Background: an optimization exercise with open tools, aiming at small area, a short achievable clock period and few clock cycles. Do not read the settings as production practice.
In this exercise RTL edits were held to simulation tests only and were not proved equivalent to the original.
No activity file was given, so power comes from the tool's default toggle rates.

==> flow/design.v <==
`timescale 1ps/1ps
module LASER (
	input CLK,
	input RST,
	input [3:0] X,
	input [3:0] Y,
	output reg [3:0] C1X,
	output reg [3:0] C1Y,
	output reg [3:0] C2X,
	output reg [3:0] C2Y,
	output DONE
);
localparam ST_LOAD = 3'd0, ST_ROWS = 3'd1, ST_WAIT1 = 3'd2, ST_WAIT2 = 3'd3, ST_REFR = 3'd4;
reg [2:0] State;
reg [5:0] CNT;
reg [3:0] ROW;
reg [6:0] ITER;
reg S;                        
reg [5:0] Max_Cover;
reg [3:0] Max_X, Max_Y;
reg [159:0] PX, PY;
reg [39:0]  PF;               
reg [95:0] COV2;
reg [3:0]  Y2, Y3;
reg        V2, V3;
reg [5:0]  RMAX3;
reg [3:0]  RPOS3;
wire refresh = (State == ST_REFR);
wire [3:0] FX = S ? C1X : C2X;
wire [3:0] FY = S ? C1Y : C2Y;
wire term = (S ? ({Max_Y, Max_X} == {C2Y, C2X}) : ({Max_Y, Max_X} == {C1Y, C1X})) || (&ITER);
assign DONE = refresh & term;
wire [3:0] yS1 = refresh ? Max_Y : ROW;
wire [39:0] M [0:15];
wire [39:0] FT;               
genvar gi, gx;
generate
for (gi = 0; gi < 40; gi = gi + 1) begin : g_pt
	wire [3:0] px = PX[4*gi +: 4];
	wire [3:0] py = PY[4*gi +: 4];
	wire [3:0] dy = (py > yS1) ? (py - yS1) : (yS1 - py);
	wire r4 = (dy == 4'd0);
	wire r3 = (dy == 4'd1) || (dy == 4'd2);
	wire r2 = (dy == 4'd3);
	wire r0 = (dy == 4'd4);
	for (gx = 0; gx < 16; gx = gx + 1) begin : g_x
		wire [3:0] dx = (px > gx) ? (px - gx) : (gx - px);
		assign M[gx][gi] = PF[gi] | (r4 & (dx <= 4'd4)) | (r3 & (dx <= 4'd3)) |
		                   (r2 & (dx <= 4'd2)) | (r0 & (dx == 4'd0));
	end
	wire [3:0] dxf = (px > Max_X) ? (px - Max_X) : (Max_X - px);
	assign FT[gi] = (r4 & (dxf <= 4'd4)) | (r3 & (dxf <= 4'd3)) |
	                (r2 & (dxf <= 4'd2)) | (r0 & (dxf == 4'd0));
end
for (gx = 0; gx < 16; gx = gx + 1) begin : g_pc
	wire [5:0] c;
	LASER_pc40 u_pc (.b(M[gx]), .s(c));
	always @(posedge CLK) COV2[6*gx +: 6] <= c;
end
endgenerate
wire [5:0] cv [0:15];
wire [15:0] s1, s3, s7, s10, vis;
generate
for (gx = 0; gx < 16; gx = gx + 1) begin : g_st
	assign cv[gx] = COV2[6*gx +: 6];
	assign s10[gx] = (cv[gx] <= 6'd3);
	assign s7[gx]  = (cv[gx] > 6'd3)  && (cv[gx] <= 6'd10);
	assign s3[gx]  = (cv[gx] > 6'd10) && (cv[gx] <= 6'd20);
	assign s1[gx]  = (cv[gx] > 6'd20);
	if (gx == 0) begin : g_v0
		assign vis[gx] = 1'b1;
	end else begin : g_vn
		assign vis[gx] = (vis[gx-1] & s1[gx-1]) |
		                 ((gx >= 3)  ? (vis[(gx>=3)?gx-3:0]   & s3[(gx>=3)?gx-3:0])   : 1'b0) |
		                 ((gx >= 7)  ? (vis[(gx>=7)?gx-7:0]   & s7[(gx>=7)?gx-7:0])   : 1'b0) |
		                 ((gx >= 10) ? (vis[(gx>=10)?gx-10:0] & s10[(gx>=10)?gx-10:0]) : 1'b0);
	end
end
endgenerate
wire [6:0] tv [0:30];
wire [3:0] tp [0:30];
generate
for (gx = 0; gx < 16; gx = gx + 1) begin : g_leaf
	assign tv[15+gx] = {vis[gx], cv[gx]};
	assign tp[15+gx] = gx;
end
for (gx = 0; gx < 15; gx = gx + 1) begin : g_node
	wire right = (tv[2*gx+2] >= tv[2*gx+1]);
	assign tv[gx] = right ? tv[2*gx+2] : tv[2*gx+1];
	assign tp[gx] = right ? tp[2*gx+2] : tp[2*gx+1];
end
endgenerate
always @(posedge CLK) begin
	RMAX3 <= tv[0][5:0];
	RPOS3 <= tp[0];
	Y3 <= Y2;
	Y2 <= ROW;
end
wire f00 = ({1'b0, X} * {1'b0, X} + {1'b0, Y} * {1'b0, Y}) <= 10'd16;
always @(posedge CLK) begin
	PX <= {PX[155:0], (State == ST_LOAD) ? X : PX[159:156]};
	PY <= {PY[155:0], (State == ST_LOAD) ? Y : PY[159:156]};
	if (State == ST_LOAD)
		PF <= {PF[38:0], f00};
	else if (refresh)
		PF <= {FT[38:0], FT[39]};
	else
		PF <= {PF[38:0], PF[39]};
end
always @(posedge CLK or posedge RST) begin
	if (RST) begin
		State <= ST_LOAD;
		CNT <= 0;
		ROW <= 0;
		ITER <= 0;
		S <= 0;
		Max_Cover <= 0;
		{Max_Y, Max_X} <= 0;
		{C1X, C1Y, C2X, C2Y} <= 0;
		V2 <= 0;
		V3 <= 0;
	end else begin
		V2 <= (State == ST_ROWS);
		V3 <= V2;
		if (V3 && (RMAX3 >= Max_Cover)) begin
			Max_Cover <= RMAX3;
			{Max_Y, Max_X} <= {Y3, RPOS3};
		end
		case (State)
		ST_LOAD: begin
			CNT <= CNT + 1;
			if (CNT == 6'd39) begin
				CNT <= 0;
				State <= ST_ROWS;
				ROW <= 0;
			end
		end
		ST_ROWS: begin
			ROW <= ROW + 1;
			if (ROW == 4'd15) State <= ST_WAIT1;
		end
		ST_WAIT1: State <= ST_WAIT2;
		ST_WAIT2: State <= ST_REFR;
		ST_REFR: begin
			if (term) begin
				State <= ST_LOAD;
				CNT <= 0;
				ITER <= 0;
				S <= 0;
				Max_Cover <= 0;
				{Max_Y, Max_X} <= 0;
				{C1X, C1Y, C2X, C2Y} <= 0;
			end else begin
				if (S) {C2Y, C2X} <= {Max_Y, Max_X};
				else   {C1Y, C1X} <= {Max_Y, Max_X};
				S <= ~S;
				ITER <= ITER + 1;
				State <= ST_ROWS;
				ROW <= 0;
			end
		end
		default: State <= ST_LOAD;
		endcase
	end
end
endmodule
module LASER_pc40 (input [39:0] b, output [5:0] s);
  wire t1, t2, t3, t4, t5, t6, t7, t8, t9, t10, t11, t12, t13, t14, t15, t16, t17, t18, t19, t20, t21, t22, t23, t24, t25, t26, t27, t28, t29, t30, t31, t32, t33, t34, t35, t36, t37, t38, t39, t40, t41, t42, t43, t44, t45, t46, t47, t48, t49, t50, t51, t52, t53, t54, t55, t56, t57, t58, t59, t60, t61, t62, t63, t64, t65, t66, t67, t68;
  assign t1 = b[0] ^ b[1] ^ b[2];
  assign t2 = (b[0] & b[1]) | (b[0] & b[2]) | (b[1] & b[2]);
  assign t3 = b[3] ^ b[4] ^ b[5];
  assign t4 = (b[3] & b[4]) | (b[3] & b[5]) | (b[4] & b[5]);
  assign t5 = b[6] ^ b[7] ^ b[8];
  assign t6 = (b[6] & b[7]) | (b[6] & b[8]) | (b[7] & b[8]);
  assign t7 = b[9] ^ b[10] ^ b[11];
  assign t8 = (b[9] & b[10]) | (b[9] & b[11]) | (b[10] & b[11]);
  assign t9 = b[12] ^ b[13] ^ b[14];
  assign t10 = (b[12] & b[13]) | (b[12] & b[14]) | (b[13] & b[14]);
  assign t11 = b[15] ^ b[16] ^ b[17];
  assign t12 = (b[15] & b[16]) | (b[15] & b[17]) | (b[16] & b[17]);
  assign t13 = b[18] ^ b[19] ^ b[20];
  assign t14 = (b[18] & b[19]) | (b[18] & b[20]) | (b[19] & b[20]);
  assign t15 = b[21] ^ b[22] ^ b[23];
  assign t16 = (b[21] & b[22]) | (b[21] & b[23]) | (b[22] & b[23]);
  assign t17 = b[24] ^ b[25] ^ b[26];
  assign t18 = (b[24] & b[25]) | (b[24] & b[26]) | (b[25] & b[26]);
  assign t19 = b[27] ^ b[28] ^ b[29];
  assign t20 = (b[27] & b[28]) | (b[27] & b[29]) | (b[28] & b[29]);
  assign t21 = b[30] ^ b[31] ^ b[32];
  assign t22 = (b[30] & b[31]) | (b[30] & b[32]) | (b[31] & b[32]);
  assign t23 = b[33] ^ b[34] ^ b[35];
  assign t24 = (b[33] & b[34]) | (b[33] & b[35]) | (b[34] & b[35]);
  assign t25 = b[36] ^ b[37] ^ b[38];
  assign t26 = (b[36] & b[37]) | (b[36] & b[38]) | (b[37] & b[38]);
  assign t27 = t1 ^ t3 ^ t5;
  assign t28 = (t1 & t3) | (t1 & t5) | (t3 & t5);
  assign t29 = t7 ^ t9 ^ t11;
  assign t30 = (t7 & t9) | (t7 & t11) | (t9 & t11);
  assign t31 = t13 ^ t15 ^ t17;
  assign t32 = (t13 & t15) | (t13 & t17) | (t15 & t17);
  assign t33 = t19 ^ t21 ^ t23;
  assign t34 = (t19 & t21) | (t19 & t23) | (t21 & t23);
  assign t35 = t25 ^ b[39];
  assign t36 = t25 & b[39];
  assign t37 = t2 ^ t4 ^ t6;
  assign t38 = (t2 & t4) | (t2 & t6) | (t4 & t6);
  assign t39 = t8 ^ t10 ^ t12;
  assign t40 = (t8 & t10) | (t8 & t12) | (t10 & t12);
  assign t41 = t14 ^ t16 ^ t18;
  assign t42 = (t14 & t16) | (t14 & t18) | (t16 & t18);
  assign t43 = t20 ^ t22 ^ t24;
  assign t44 = (t20 & t22) | (t20 & t24) | (t22 & t24);
  assign t45 = t27 ^ t29 ^ t31;
  assign t46 = (t27 & t29) | (t27 & t31) | (t29 & t31);
  assign t47 = t33 ^ t35;
  assign t48 = t33 & t35;
  assign t49 = t28 ^ t30 ^ t32;
  assign t50 = (t28 & t30) | (t28 & t32) | (t30 & t32);
  assign t51 = t34 ^ t36 ^ t37;
  assign t52 = (t34 & t36) | (t34 & t37) | (t36 & t37);
  assign t53 = t39 ^ t41 ^ t43;
  assign t54 = (t39 & t41) | (t39 & t43) | (t41 & t43);
  assign t55 = t38 ^ t40 ^ t42;
  assign t56 = (t38 & t40) | (t38 & t42) | (t40 & t42);
  assign t57 = t46 ^ t48 ^ t49;
  assign t58 = (t46 & t48) | (t46 & t49) | (t48 & t49);
  assign t59 = t51 ^ t53 ^ t26;
  assign t60 = (t51 & t53) | (t51 & t26) | (t53 & t26);
  assign t61 = t50 ^ t52 ^ t54;
  assign t62 = (t50 & t52) | (t50 & t54) | (t52 & t54);
  assign t63 = t55 ^ t44;
  assign t64 = t55 & t44;
  assign t65 = t58 ^ t60 ^ t61;
  assign t66 = (t58 & t60) | (t58 & t61) | (t60 & t61);
  assign t67 = t62 ^ t64 ^ t56;
  assign t68 = (t62 & t64) | (t62 & t56) | (t64 & t56);
  assign s = {1'b0, t68, t66, t65, t57, t45} + {1'b0, 1'b0, t67, t63, t59, t47};
endmodule
==> flow/run.sh <==
#!/bin/bash
# synth_recipe.tcl (not shown) runs the flow's synth.tcl, then flattens the netlist and writes it again
# the make line also repeats each setting of config.mk as NAME=value (left out here)
make -C /OpenROAD-flow-scripts/flow DESIGN_CONFIG=/design/flow/config.mk WORK_HOME=/design/flow/orfs CLKGATE_MAP_FILE= SYNTH_SCRIPT=/design/flow/synth_recipe.tcl finish
==> flow/config.mk <==
export PLATFORM = sky130hd
export DESIGN_NAME = LASER
export DESIGN_NICKNAME = LASER
export VERILOG_FILES = /design/flow/design.v
export SDC_FILE = /design/flow/constraint.sdc
export NUM_CORES = 4
export LEC_CHECK = 0
export CAP_MARGIN = 20
export CORE_MARGIN = 2
export CORE_UTILIZATION = 40
export SLEW_MARGIN = 20
==> flow/constraint.sdc <==
create_clock -name core_clock -period 9.0 [get_ports {CLK}]
set_input_delay 1.8000 -clock core_clock [delete_from_list [all_inputs] [get_ports {CLK}]]
set_output_delay 1.8000 -clock core_clock [all_outputs]
set_load 0.01 [all_outputs]
==> reports/summary.json <==
{
  "yosys": {
    "synthDominantCellAreaShare_pct": 16.9,
    "synth.most_common_cell": "a21oi_1",
    "ys_ff_latch": 527,
    "synthTopCellsByCount": "1712 x a21oi_1, 1594 x ha_1, 1326 x nand2_1, 1273 x inv_1, 1174 x o21ai_0",
    "synthesis.nets": 17800,
    "syn-instance-count": 15500,
    "avg_cell_area_syn_um2": 7.59,
    "synth.area.top_cells": "ha_1 17%, fa_1 12%, dfxtp_1 8.0%",
    "synth_ff_type": "dfxtp_1",
    "synth-async-reset-ratio_pct": 10.1,
    "yosys_warnings": 1,
    "yosys.area.top_type": "ha_1",
    "netlist_area_um2": 118000,
    "post_synth_num_cell_types": 116,
    "synth_edf_count": 0,
    "yosysSeqAreaShare_pct": 9.17
  },
  "status": {
    "run_status": "finished clean"
  },
  "power": {
    "total_leakage_power_nw": 56.9,
    "powerDensity_nw_per_um2": 393,
    "post-layout-total-power_mw": 50.2,
    "ir_drop_mv": 0.735
  },
  "sta": {
    "finalHoldViolCount": 0,
    "fin_skew_ns": 0.0558,
    "fmaxAchievable_ghz": 0.114,
    "worst_slew_margin_rel_pct": 23.7,
    "grt_setup_unrepaired": "yes",
    "setup_violations": 0,
    "layout_min_cycle_time_ns": 8.74,
    "fin_tns_setup_ns": 0,
    "worst_slew_pin_slew_ns": 1.14,
    "slew_viol_final": 0,
    "post-route-period-util_pct": 97.1
  },
  "min_path": {
    "hold_path.class": "flip-flop to flip-flop"
  },
  "clocking": {
    "worst_setup_hold_path_clk_slew_ns": 0.07,
    "cts_tree": "yes",
    "clock_tree.buffer_depth": 3,
    "tritoncts_num_sinks": 527,
    "clk_root_buffer_cell": "clkbuf_16",
    "cts_made_buffers": 79,
    "worstSkewPairLatency_ns": 0.76,
    "htree_levels": 3
  },
  "grt": {
    "grt-ovfl-total": 0,
    "grt_first_pass_wirelength_um": 693000,
    "grt_pass1_vias": 105000,
    "gr-usage-all-layers_pct": 29.9,
    "antenna_violations_before_repair": 15,
    "grt_max_degree": 54
  },
  "worst_setup_path": {
    "worstSetupPathType": "flip-flop to flip-flop",
    "arrival_ns": 9.38,
    "worstSetupEndpointType": "flip-flop",
    "critical_path.most_common_cell": "a21o_1",
    "critPathLaunchType": "flip-flop",
    "worst-path-max-fanout": 5,
    "r2r_setup_slack_ns": 0.26,
    "critical-path-slowest-cell": "o311ai_4",
    "worst_ep_required_time_ns": 9.64,
    "crit_path_max_incr_delay_ns": 0.38
  },
  "drt": {
    "wire_per_inst_um": 24.3,
    "remaining_drc_errors": 0,
    "drt_first_iter_violations": 15000,
    "vias_per_cell": 6.01,
    "drt_pre_antenna_iters": 7,
    "ant_nets": 0,
    "route.vias.total": 115000,
    "drt-total-wl_um": 467000
  },
  "layout": {
    "fin_nets": 17500,
    "design_area_um2": 128000,
    "drive_above_1_share_pct": 8.80,
    "area_growth_syn_to_layout_pct": 8.47
  },
  "die": {
    "die_height_um": 547,
    "fp.dieArea_um2": 299000,
    "die_width_um": 547,
    "core.rowCount": 199,
    "core_region_area_um2": 294000,
    "initial_utilization_pct": 40.2,
    "ioPinCount": 27
  },
  "place": {
    "gpl.final_weighted_congestion": 1.04,
    "postPlaceCellArea_um2": 125000,
    "io_buffer_count": 26,
    "dp_hpwl_um": 356000
  },
  "flow_run": {
    "drv.max_cap_violation_count": 0
  }
}
-- worst max-delay path: cells and delay by family (launching register included) --
family | cells | cell delay, ns
AO/OA/AOI/OAI | 31 | 5.68
buffers and inverters | 3 | 0.40
flip-flops | 1 | 0.32
multiplexers | 2 | 0.55
adder cells (fa/ha/maj) | 4 | 1.13
AND/OR/NAND/NOR | 5 | 0.53
-- flip-flops by register name (all words and copies together), names as in the netlist, 6 cells and up --
signal / cells
PY: 160
PX: 160
CNT: 6
Max_Cover: 6
RMAX3: 6
PF: 40
ITER: 7
COV2: 96
-- worst paths after layout --
check,start,endpoint,depth (start not counted)
setup / recovery,COV2[12],RPOS3[0],45
hold / removal,Y2[0],Y3[0],0
setup reg to reg,COV2[12],RPOS3[0],45
hold reg to reg,Y2[0],Y3[0],0
max in group asynchronous,RST,Max_X[1],3
min in group asynchronous,RST,C2Y[3],3
-- area by class of cell --
class | instances | area [um2]
Clock buffer | 105 | 2240
Antenna cell | 9 | 22.5
Timing Repair Buffer | 435 | 3490
Clock inverter | 36 | 477
Fill cell | 29800 | 166000
Sequential cell | 527 | 10800
Tap cell | 3919 | 4900
Inverter | 1341 | 5060
Multi-Input combinational cell | 12800 | 101000
-- through the flow --
stage               std cells  worst slack (ns)  utilization [%]  hold slack, ns
detailed placement      19000           -0.0108             42.6           0.314
floorplan               15500             -1.83                -           0.310
finish                  19200             0.258             43.6           0.326
global route            19200            -0.163             43.6           0.330
global placement        19000             0.144             42.6           0.310
CTS                     19200           0.00169             43.5           0.329
-- cells in the final DEF (no fill, tap or decap), types with 44 or more instances in the layout --
cell and instances:
nand2_1 1307, fa_1 568, clkinv_1 45, xor2_1 139, mux2_2 133, xnor2_1 723, a31oi_1 160, fa_2 115
a21oi_1 1645, a221oi_1 202, nand3_1 251, or2_2 60, a22o_1 72, nor3_1 216, o21ai_0 1128, nand2b_1 106
a31o_2 51, a221o_1 69, a22oi_1 84, a41oi_2 44, clkbuf_16 80, a211oi_1 208, nor2b_1 264, a21o_1 512
ha_1 1577, and3_1 59, dfxtp_1 472, and2_1 74, buf_4 391, nor2_1 1150, o21bai_1 68, a21oi_2 61
o21ai_1 53, o22ai_1 63, mux2i_1 660, o31ai_1 52, inv_1 1215, dfrtp_1 50, inv_2 74, o211ai_1 94
-- logic make-up (layout without fill, tap and decap cells) --
group	count (synthesis)	count (layout)	synth area share, %
muxes	824	824	7.15
adders and majority gates	2278	2278	28.5
xor gates and xnor gates	889	889	6.62
other	1	10	0.00318
DFF	527	527	9.17
and+or+nand+nor	3801	3801	14.7
buffers and inverters	2172	1917	6.94
AOI/OAI and AO/OA	5036	5036	26.9
-- where the power goes --
group,internal (mW),switching (mW)
Clock,1.89,1.45
Sequential,3.18,0.627
Combinational,17.5,25.5
Total,22.6,27.6
-- metal layers --
metal / wire length [um] / up-vias / GRT usage (%)
met5: 13 / - / 0
met4: 24800 / 2 / 13.8
met3: 39100 / 777 / 4.68
met2: 196000 / 5246 / 44.1
met1: 206000 / 55400 / 42.4
li1: - / 53900 / -
-- timing repair --
action,in CTS,in global routing
pin swaps,2,40
gates resized for setup,3,29
hold buffers,0,0
gates cloned,0,1
setup endpoints to repair,7,10
setup buffers,1,5
Testbench counts, summed over its fixed seeds: cycles 21,633.

-- port drivers added, routing unchanged --
In the flow no input, the clock included, has a driving cell. The finished layout below was timed again as built, in two steps. Step 1 assumes that a clkbuf_16 drives the clock port and a buf_2 every other input. Step 2 times the ports against the registers' clock, not the clock port: input delays grow and output delays shrink by t, the midpoint of the rising clock arrivals with the driver on. a / b / c = ideal / step 1 / step 2; a / b = the first two.
t, ns: 0.857
setup slack, ns: 0.258 / 0.258 / 0.258
latest minus earliest clock arrival (ns): 0.076 / 0.077
worst data-port slew with drivers (ns): 0.04
pins driven straight from the clock port: 1
After both steps setup and hold are still met in this run. The setup slack of this run moves by 0.000 ns with the drivers and by 0.000 ns with both steps.
